From an optimization exercise on the open Yosys and OpenROAD flow, aimed at small area and a short achievable clock period; shortcuts taken in it are not production practice.
In this exercise RTL edits were held to simulation tests only and were not proved equivalent to the original.
Power and IR drop assume default switching activity.

==> flow/design.v <==
module bank #(
	parameter 	WIDTH 		= 64,
	parameter 	TAG_WIDTH 	= 12,
	parameter 	INDEX_WIDTH = 6,
	parameter 	SIZE 		= 1 << INDEX_WIDTH,
	parameter 	SIDE 		= 1 				 
)(
	input 		logic 					clk,
	input		logic 					rst,
	input 		logic 					read_i,
	input 		logic 					write_i,
	input 		logic 	[WIDTH - 1:0] 	data_i,
	input 		logic 	[WIDTH - 1:0]	read_address_i,
	output 		logic 					hit_o,				
	output	 	logic 					data_o,
	output 		logic 					valid_o
);
	logic 	[TAG_WIDTH - 1:0] bank_data [SIZE - 1:0];
	task reset_bank();
		for(int i = 0; i < SIZE; i++) begin 
			bank_data[i] 	<= '0;
		end 
	endtask
	task insert(logic [WIDTH - 1:0] data);
		bank_data[get_index(data)] <= get_tag(data);
	endtask
	function logic [WIDTH - 1:0] TRUNCATE(logic	[WIDTH - 1:0] x, int nbits);
		TRUNCATE = x & unsigned'((1 << nbits) - 1);
	endfunction
	function logic [TAG_WIDTH - 1:0] get_tag(logic [WIDTH - 1:0] data);
		get_tag = TRUNCATE(data >> INDEX_WIDTH, TAG_WIDTH);
	endfunction
	function logic [INDEX_WIDTH - 1:0] get_index(logic [WIDTH - 1:0] data);
		get_index = TRUNCATE(data ^ (data >> (INDEX_WIDTH << SIDE)), INDEX_WIDTH);
	endfunction
	assign hit_o 	= read_i & bank_data[get_index(read_address_i)] == get_tag(read_address_i);
	assign data_o 	= bank_data[get_index(read_address_i)];
	assign valid_o 	= read_i;
	always_ff @(posedge clk) begin
		if(rst) begin
			reset_bank();
		end else begin
			if(write_i)
				insert(data_i);
		end
	end
endmodule
module circular_queue #(parameter width = 32,
						parameter size 	= 8
) (
	input 	logic 				clk,
	input 	logic 				rst,
	input 	logic 				enq,
	input 	logic 				deq,
	input 	logic 	[width-1:0] in,
	output	logic 				empty,
	output 	logic 				full,
	output 	logic 				ready,
	output 	logic 	[width-1:0] out
);
	logic 	[width-1:0] 	arr 	[size];
	int 	front, rear;
	assign 	full 	= (front == 0 && rear == size - 1) || (rear == (front - 1) % (size - 1));
	assign 	empty 	= front == -1;
	task enqueue(logic [width-1:0] data_in);
		ready 				<= 0;
		if((front == 0 && rear == size - 1) || (rear == (front - 1) % (size - 1))) begin 
		end 
		else if(front == -1) begin 
			front 			<= 0;
			rear 			<= 0;
			arr[0]			<= data_in;
		end
		else begin 
			rear 					<= (rear + 1) % size;
			arr[(rear + 1) % size] 	<= data_in; 
		end 
	endtask
	task dequeue();
		if(front == -1) begin
			ready 				<= 0;
		end 
		else begin 
			out 				<= arr[front];
			arr[front] 			<= -1;
			ready 				<= 1;
			if(front == rear) begin 
				front 			<= -1;
				rear 			<= -1;
			end
			else begin 
				front 			<= (front + 1) % size;
			end
		end 
	endtask
	task endequeue(logic [width-1:0] data_in);
		if(front == -1) begin 
			out 					<= data_in;
			ready 					<= 0;
		end 
		else begin 
			out 					<= arr[front];
			arr[front] 				<= -1;
			front 					<= (front + 1) % size;
			rear 					<= (rear + 1) % size;
			arr[(rear + 1) % size] 	<= data_in; 
			ready 					<= 1;
		end 
	endtask
	always_ff @(posedge clk) begin
		if(rst) begin
			front 	<= -1;
			rear 	<= -1;
			ready 	<= 	0;
			for(int i = 0; i < size; i++) begin 
				arr[i] <= 0;
			end 
		end
		else if(enq && ~deq) begin
			enqueue(in);
		end 
		else if(~enq && deq) begin 
			dequeue();
		end 
		else if(enq && deq) begin 
			endequeue(in);
		end 
	end
endmodule
module best_offset_prefetcher #(
	parameter 	WIDTH 			= 64,
	parameter 	TAG_WIDTH 		= 12,
	parameter 	UP_NUM_SET 		= 8,
	parameter 	UP_NUM_ASSO 	= 0
) (
	input   	logic 					clk,
	input   	logic 					rst,
	input 		logic 	[WIDTH - 1:0] 	up_address_i,			 
	input 		logic 					up_miss_i,				 
	input 		logic 					up_valid_i,				 
	input 		logic 					up_prefetched_i,		 
	input 		logic 					lo_ready_i,				 
	output 		logic 	[WIDTH - 1:0]	lo_prefetch_address_o,	 
	output 		logic 					lo_prefetch_valid_o	 
);
	localparam 	int 	DEFAULT_OFFSET 		=  	1;
	localparam 	int 	SCORE_MAX 			=  	31;
	localparam 	int 	ROUND_MAX 			=  	100;
	localparam 	int 	RRINDEX 			=  	6;
	localparam 	int 	RRTAG 				=  	12;
	localparam 	int 	DELAYQSIZE 			=  	15;
	localparam 	int 	DELAY 				=  	60;
	localparam 	int 	TIME_BITS 			=  	12;
	localparam 	int 	LLC_RATE_MAX 		=  	255;
	localparam 	int 	GAUGE_MAX 			=  	8191;
	localparam 	int 	MSHR_THRESHOLD_MIN 	=  	2;
	localparam 	int 	LOW_SCORE 			=  	20;
	localparam 	int 	BAD_SCORE 			=  	1;  
	localparam 	int 	LINE_SIZE 			= 	256;
	localparam 	int 	LOGLINE				= 	6;
	typedef enum 	logic	{LEFT, RIGHT} 			rr_side;
	logic 	signed 	[$clog2(40) - 1:0] 	prefetch_offset;
	logic 			[$clog2(SCORE_MAX) 	- 1:0]	 	prefetch_score;
	logic 											prefetched_table 	[UP_NUM_SET];
	logic 			[$clog2(SCORE_MAX) - 1:0] 		score 				[46 - 1:0];
	logic 			[$clog2(SCORE_MAX) - 1:0] 		curr_max_score, next_max_score;
	logic 			[$clog2(46)  - 1:0] 		best_offset_idx, next_best_offset_idx;
	logic 			[$clog2(ROUND_MAX) - 1:0]		curr_round;
	logic 			[$clog2(46)  - 1:0]		curr_offset_idx;	 
	logic 											read_left, 			read_right;
	logic 											write_left, 		write_right;
	logic 			[TAG_WIDTH - 1:0] 				data_left, 			data_right;
	logic 											hit_left, 			hit_right;
	logic 											data_left_out, 		data_right_out;
	logic 											valid_left, 		valid_right;
	logic 											rr_hit;
	logic 			[TAG_WIDTH - 1:0]				read_address_left, 	read_address_right;		
	logic 											delay_queue_enq;
	logic 			[TAG_WIDTH - 1:0]				delay_queue_in;
	logic 											delay_queue_empty;
	logic 											delay_queue_full;
	logic 											delay_queue_ready;
	logic 			[TAG_WIDTH - 1:0]				delay_queue_out;
	assign 			next_max_score 			= 	score[curr_offset_idx] + 1 >= curr_max_score ? score[curr_offset_idx] + 1 : curr_max_score;
	assign 			next_best_offset_idx	= 	score[curr_offset_idx] + 1 >= curr_max_score ? curr_offset_idx : best_offset_idx;
	function automatic int offset_of(logic [$clog2(46) - 1:0] i);
		case (i)
			0: offset_of = -40;
			1: offset_of = 40;
			2: offset_of = -36;
			3: offset_of = 36;
			4: offset_of = -32;
			5: offset_of = 32;
			6: offset_of = -30;
			7: offset_of = 30;
			8: offset_of = -24;
			9: offset_of = 24;
			10: offset_of = -20;
			11: offset_of = 20;
			12: offset_of = -18;
			13: offset_of = 18;
			14: offset_of = -16;
			15: offset_of = 16;
			16: offset_of = -15;
			17: offset_of = 15;
			18: offset_of = -14;
			19: offset_of = 14;
			20: offset_of = -13;
			21: offset_of = 13;
			22: offset_of = -12;
			23: offset_of = 12;
			24: offset_of = -11;
			25: offset_of = 11;
			26: offset_of = -10;
			27: offset_of = 10;
			28: offset_of = -9;
			29: offset_of = 9;
			30: offset_of = -8;
			31: offset_of = 8;
			32: offset_of = -7;
			33: offset_of = 7;
			34: offset_of = -6;
			35: offset_of = 6;
			36: offset_of = -5;
			37: offset_of = 5;
			38: offset_of = -4;
			39: offset_of = 4;
			40: offset_of = -3;
			41: offset_of = 3;
			42: offset_of = -2;
			43: offset_of = 2;
			44: offset_of = -1;
			45: offset_of = 1;
			default: offset_of = 0;
		endcase
	endfunction
	bank #(TAG_WIDTH, RRTAG, RRINDEX, 1 << RRINDEX, LEFT) rr_table_left (
		.read_i(read_left),
		.write_i(write_left),
		.data_i(data_left),
		.read_address_i(read_address_left),
		.hit_o(hit_left),
		.data_o(data_left_out),
		.valid_o(valid_left),
		.*
	);
	bank #(TAG_WIDTH, RRTAG, RRINDEX, 1 << RRINDEX, RIGHT) rr_table_right (
		.read_i(read_right),
		.write_i(write_right),
		.data_i(data_right),
		.read_address_i(read_address_right),
		.hit_o(hit_right),
		.data_o(data_right_out),
		.valid_o(valid_right),
		.*
	);
	circular_queue #(TAG_WIDTH, DELAY) delay_queue (
		.enq(delay_queue_enq),
		.deq(1'b1),
		.in(delay_queue_in),
		.empty(delay_queue_empty),
		.full(delay_queue_full),
		.ready(delay_queue_ready),
		.out(delay_queue_out),
		.*
	);
	task reset();
		reset_offset_score();
		reset_prefetched_table();
		prefetch_offset <= '0;
		prefetch_score 	<= '0;
		lo_prefetch_address_o	<= '0;
		lo_prefetch_valid_o		<= '0;
	endtask
	task reset_offset_score();
		for(int i = 0; i < 46; i++) begin 
			score[i] 	<= '0;
		end 
		curr_max_score	<= '0;
		best_offset_idx	<= '0;
		curr_round		<= '0;
		curr_offset_idx	<= '0;
	endtask
	task reset_prefetched_table();
		for(int i = 0; i < UP_NUM_SET; i++) begin 
				prefetched_table [i] <= '0; 
		end 
	endtask
	function void set_defaults();
		read_left			= '0;
		read_right			= '0;
		write_left			= '0;
		write_right			= '0;
		data_left			= '0;
		data_right			= '0;
	endfunction
	function void rr_table_insert(logic [TAG_WIDTH - 1:0] data, rr_side side);
		unique case(side)
			LEFT: 	begin 
				write_right	= 0;
				write_left	= 1'b1;
				data_left	= data;
			end 
			RIGHT:	begin 
				write_right	= 1'b1;
				write_left	= 0;
				data_right	= data;
			end 
		endcase
	endfunction
	task delay_queue_push(logic [TAG_WIDTH - 1:0] data);
		delay_queue_enq 	<= 1'b1;
		delay_queue_in 		<= data;
	endtask
	function void dq_pop_rr_left_insert();
		if(delay_queue_ready) begin 
			rr_table_insert(delay_queue_out, LEFT);
		end else begin
			write_right	= 0;
			write_left	= 0;
			data_right	= '0;
		end
	endfunction
	task learn_best_offset(logic [TAG_WIDTH - 1:0] address);
		if (rr_hit) begin 
			score[curr_offset_idx] 	<= score[curr_offset_idx] + 1 == SCORE_MAX ? SCORE_MAX : score[curr_offset_idx] + 1;
			curr_max_score 			<= next_max_score;
			best_offset_idx 		<= next_best_offset_idx;
		end 
		if (curr_offset_idx == unsigned'(46 - 1)) begin
			curr_round 				<= curr_round + 1;
			if(next_max_score == SCORE_MAX || (curr_round + 1) == ROUND_MAX) begin 
				prefetch_offset 	<= offset_of(next_best_offset_idx) != 0 ? offset_of(next_best_offset_idx) : DEFAULT_OFFSET;
				prefetch_score 		<= next_max_score;
				if (next_max_score 	<= BAD_SCORE)
					prefetch_offset <= 0;
				reset_offset_score();
			end 
		end 
		curr_offset_idx 			<= curr_offset_idx == unsigned'(46 - 1) ? 0 : curr_offset_idx + 1;
	endtask
	task issue_prefetch(logic [TAG_WIDTH - 1:0] address, logic [$clog2(40) - 1:0] offset);
		delay_queue_push(address);
		if(offset != 0 && lo_ready_i) begin 
			lo_prefetch_address_o	<= address + offset;
			lo_prefetch_valid_o		<= 1;
		end 
	endtask
	task prefetcher_operate(logic [TAG_WIDTH - 1:0] address, logic hit);	 
		if (hit) begin
			prefetched_table[get_up_set(address)] <= 0;
		end
		if (~hit | (hit & prefetched_table[get_up_set(address)])) begin 
			learn_best_offset(address);
			issue_prefetch(address, prefetch_offset);
		end 
	endtask
	task fill_cache(logic [WIDTH - 1:0] address, logic prefetch_bit);
		prefetched_table[get_up_set(address)] 	<= prefetch_bit;
	endtask
	function logic [$clog2(UP_NUM_SET) - 1:0] get_up_set(logic [TAG_WIDTH - 1:0] address);
		get_up_set = (address >> $clog2(LINE_SIZE)) & unsigned'((1 << $clog2(UP_NUM_SET)) - 1);
	endfunction
	function logic [$clog2(UP_NUM_ASSO) - 1:0] get_up_way(logic [TAG_WIDTH - 1:0] address);
		get_up_way = 0;
	endfunction
	function void rr_check_hit (logic [TAG_WIDTH - 1:0] address, logic valid);
		read_left 			= valid;
		read_right			= valid;
		read_address_left	= address;
		read_address_right	= address;
		rr_hit 		= valid & (hit_left | hit_right);
	endfunction
	always_ff @(posedge clk) begin
		if (rst) begin
			reset();
		end else begin
			prefetcher_operate(up_address_i[WIDTH - 1 -: TAG_WIDTH], ~up_miss_i & up_valid_i);
			if (~up_miss_i & up_valid_i) begin 
				fill_cache(up_address_i[WIDTH - 1 -: TAG_WIDTH], up_prefetched_i & up_valid_i);
			end 
		end
	end
	always_comb begin 
		set_defaults();
		if (offset_of(curr_offset_idx) < 0)
			rr_check_hit(up_address_i + unsigned'(~offset_of(curr_offset_idx) + 1), up_valid_i);
		else
			rr_check_hit(up_address_i - unsigned'(offset_of(curr_offset_idx)), up_valid_i);
		dq_pop_rr_left_insert();
		if (up_prefetched_i || prefetch_offset == 0) begin 
			if (prefetch_offset < 0)
				rr_table_insert(up_address_i + unsigned'(~prefetch_offset + 1), RIGHT);
			else
				rr_table_insert(up_address_i - unsigned'(prefetch_offset), RIGHT);
		end 
	end
endmodule
==> flow/run.sh <==
#!/bin/bash
# synth_recipe.tcl (not shown) runs the flow's synth.tcl, then flattens the netlist and writes it again
# the make line also repeats each setting of config.mk as NAME=value (left out here)
make -C /OpenROAD-flow-scripts/flow DESIGN_CONFIG=/design/flow/config.mk WORK_HOME=/design/flow/orfs CLKGATE_MAP_FILE= SYNTH_SCRIPT=/design/flow/synth_recipe.tcl finish
==> flow/config.mk <==
export PLATFORM = sky130hd
export DESIGN_NAME = best_offset_prefetcher
export DESIGN_NICKNAME = best_offset_prefetcher
export VERILOG_FILES = /design/flow/design.v
export SDC_FILE = /design/flow/constraint.sdc
export NUM_CORES = 4
export LEC_CHECK = 0
export CAP_MARGIN = 20
export CORE_MARGIN = 2
export CORE_UTILIZATION = 40
export SLEW_MARGIN = 20
==> flow/constraint.sdc <==
create_clock -name core_clock -period 17.0 [get_ports {clk}]
set_input_delay 3.4000 -clock core_clock [delete_from_list [all_inputs] [get_ports {clk}]]
set_output_delay 3.4000 -clock core_clock [all_outputs]
set_load 0.01 [all_outputs]
==> flow_summary_export.csv <==
group,metric,value,unit
worst_setup_path,critPathKind,"flop to flop",
final_layout,nets,8290,
sta,fin_crit,16.32,ns
final_layout,layout-drive-gt1-share,23.4,%
detailed_routing,vias,72000,
detailed_routing,drt_iter0_drc,7732,
final_layout,layout_common_cells,"edfxtp_1, nor2_1, nand2_1, mux4_2, a31o_2",
placement,dp.final_hpwl,192,mm
worst_setup_path,worst-path-buf-inv,4,
final_layout,area_growth,11.8,%
worst_setup_path,cp_max_fo,16,
power,p_sw,2.98,mW
synth,synthFlopType,"edfxtp_1",
final_layout,multi_input_area,45000,µm²
power,power.leakage,41.0,nW
floorplan,ios,135,
detailed_routing,routedWlPerCell,25.0,µm
final_layout,final_common_cell,"edfxtp_1",
synth,ys_seq_area_share,55.8,%
floorplan,die_area,270000,µm²
sta,slew_headroom,16.7,%
sta,worstMarginPinSlew,1.24,ns
clocking,cts_root_buffer,"clkbuf_16",
clocking,clockBufferDepth,3,
grt,grt_usage,21.4,%
worst_setup_path,cpMostUsedCell,"buf_4",
floorplan,start_util,40.1,%
hold_path,hp-class,"flop to flop",
worst_setup_path,crit_required,17.72,ns
clocking,htreeDepth,4,
power,power_frac_seq,48.3,%
synth,synth_top_area_share,53.4,%
synth,synthCells,8320,
sta,setup_violations,0,
power,pwr-share-clk,38.6,%
synth,synth_warnings,4,
synth,synthArstFlopShare,0,%
final_layout,stdcell_count,11900,
detailed_routing,drc,0,
sta,slew_viol_final,0,
power,intPower,8.81,mW
synth,synth_edf_count,1888,
placement,port-buffer-count,43,
floorplan,rows,189,
detailed_routing,routed_wl,297,mm
synth,synth_top_cell_by_area,"edfxtp_1",
final_layout,nFillCells,23500,
clocking,cts_tree,"yes",
sta,fin_crit_sh,96.0,%
detailed_routing,vias_per_cell,6.05,
grt,gr-total-overflow,0,
placement,placed_cells,11500,
sta,fin_skew,0.0582,ns
synth,syn_area,106000,µm²
sta,hold_viol,0,
grt,grt_pass1_vias,70300,
sta,fmax,61.3,MHz
worst_setup_path,slowest_delay,0.65,ns
clocking,cts_hold_buf,0,
worst_setup_path,worst_path_max_delay_cell,"a21oi_2",
clocking,clk_pin_slew,0.06,ns
synth,synth_area_leaders,"edfxtp_1, mux4_2, nor2_1",
run,drv_cap,0,
power,p_total,11.8,mW
clocking,cts_buffers,209,
detailed_routing,drt_first_pass_iters,5,
synth,synth-seq-cells,2016,
grt,grt_pass1_wl,447,mm
floorplan,die_w,519,µm
worst_setup_path,cp-end-kind,"flop",
grt,grt_antenna_before_repair,12,
grt,grt_max_degree,97,
placement,globalplace.congestion,0.878,
worst_setup_path,cpLargestDelayFamily,"compound AO/OA/AOI/OAI gates",
power,power.density,99.3,nW/µm²
power,combPwrFrac,13.0,%
final_layout,seq_area,59300,µm²
detailed_routing,ant_nets,0,
worst_setup_path,crit_arrival,17.04,ns
power,swShare,25.3,%
synth,ys_types,138,
sta,fin_hold_ws,0.477,ns
floorplan,die_height,519,µm
floorplan,coreArea,265000,µm²
outcome,outcome,"finished clean",
synth,avgSynthCellArea,12.8,µm²
clocking,cts_sinks,2016,
worst_setup_path,startpoint_type,"flop",
power,peakVddDrop,0.0960,mV
clocking,insertion_delay,0.89,ns
worst reg2reg max path, delay by kind of cell, from the launching register on:
| kind | cells | cell delay, ns |
|---|---|---|
| AOI/OAI and AO/OA | 30 | 8.87 |
| DFF | 1 | 0.37 |
| xor gates and xnor gates | 1 | 0.27 |
| and+or+nand+nor | 15 | 4.99 |
| adders and majority gates | 2 | 0.54 |
| buffers and inverters | 4 | 0.81 |
| muxes | 1 | 0.36 |
per-layer routing:
metal	vias to the layer above	share of wire, %	global-route usage, %
met4	6	3.7	7.44
met5	-	0.015	0
met2	3083	48	35.0
met3	515	7.3	2.78
li1	31700	-	-
met1	36600	41	29.3
synthesized netlist by cell type, drive strengths merged (17+ instances only):
master  instances
mux4          611
a21boi         19
mux2           18
inv            82
nand2         693
dfxtp         128
o22ai          27
and2           62
a31oi          50
nor2         1294
xnor2         171
a21o          150
nand2b         27
or3            33
o311ai         40
a211oi         68
nand3         158
edfxtp       1888
a211o          22
xor2          108
nand4          54
and3           73
o211ai         79
nor2b          23
buf           285
o21a           20
mux2i          33
or2            73
clkbuf        478
a31o          463
o21ai         177
nor4           50
nor3          115
o31ai          31
a21oi         194
ha             43
or4            17
o21bai        174
registers in the layout, indices dropped and copies added, names as in the netlist, 5 cells and up, named ones only:
name and count:
best_offset_idx 6, rr_table_left.bank_data 384, delay_queue_in 12, curr_max_score 5, delay_queue.rear 32, lo_prefetch_address_o 13, delay_queue.front 32, rr_table_right.bank_data 384
curr_offset_idx 6, score 320, prefetch_offset 6, prefetched_table 8, delay_queue.arr 768, curr_round 7, delay_queue.out 12
kinds of logic (layout without fill, tap and decap cells):
family | Yosys count | after routing | share of synthesized area (%)
simple gates | 2729 | 2731 | 11.5
flops | 2016 | 2016 | 55.8
compound gates | 1740 | 1741 | 12.7
buf+inv | 846 | 824 | 3.58
mux | 662 | 662 | 13.5
xor+xnor | 279 | 279 | 2.33
fa+ha+maj | 47 | 47 | 0.573
other cells | 1 | 56 | 0.00353
through the flow:
step           TNS, ns  area [µm²]  util, %  worst slack, ns
2_1_floorplan        0      106000        -             1.35
3_3_place_gp     -1.14      110000     41.7          -0.0453
3_5_place_dp   -133.13      110000     41.8           -0.357
4_1_cts              0      118000     44.4         0.000634
5_1_grt         -41.49      119000     44.9           -0.140
6_report             0      119000     44.9            0.676
area by class of cell:
class	count	share of cell area, %
clock inverters	133	1.16
clock buffers	255	4.59
repair buffers	353	2.41
diodes	5	0.0105
well taps	3533	3.72
multi-input cells	5511	37.9
inverters	83	0.269
flip-flops and latches	2016	50.0
timing repair:
action                                  in CTS  in global routing
pin swaps                                    2                 26
gates resized for setup                     39                176
gates cloned                                 0                  3
endpoints found under the setup margin    1052               1598
buffers inserted                             3                 16
worst paths after layout:
path	to	cells after the start	slack (ns)	start
min reg2reg	lo_prefetch_valid_o$_SDFFE_PP0P_	2	0.48	lo_prefetch_valid_o$_SDFFE_PP0P_
min	lo_prefetch_valid_o$_SDFFE_PP0P_	2	0.48	lo_prefetch_valid_o$_SDFFE_PP0P_
max reg2reg	delay_queue.arr[43][1]$_DFFE_PP_	53	0.68	delay_queue.rear[0]$_SDFFE_PP1N_
max	delay_queue.arr[43][1]$_DFFE_PP_	53	0.68	delay_queue.rear[0]$_SDFFE_PP1N_
power groups by stage:
stage                     registers (mW)  clock network [mW]  logic (mW)
final                               5.70                4.56        1.54
after detailed placement            5.80                   0        1.54
after floorplan                     5.75                   0        1.07
after global placement              5.79                   0        1.53
after global routing                5.71                4.82        1.62
after CTS                           5.70                4.63        1.55

==> separate check: timing with driven ports <==
In the flow no input, the clock included, has a driving cell. The finished layout below was timed again as built, in two steps.
Step 1: set_driving_cell puts a clkbuf_16 on clk and a buf_2 on each other input, an assumption about the parent block.
Step 2 adds t to the input delays and takes it off the output delays; t is the mean of the earliest and latest rising clock arrival at the registers after step 1. Input paths then give back, and output paths get back, about the clock's delay inside the block.
a / b / c = no drivers / after step 1 / after step 2; a / b = the first two.
shift t [ns]: 0.958
setup WS [ns]: 0.676 / 0.676 / 0.676
pins driven straight from the clock port: 1
After both steps setup and hold are still met in this run. For this run, drivers alone change the setup slack by 0.000 ns; drivers and shift together by 0.000 ns.
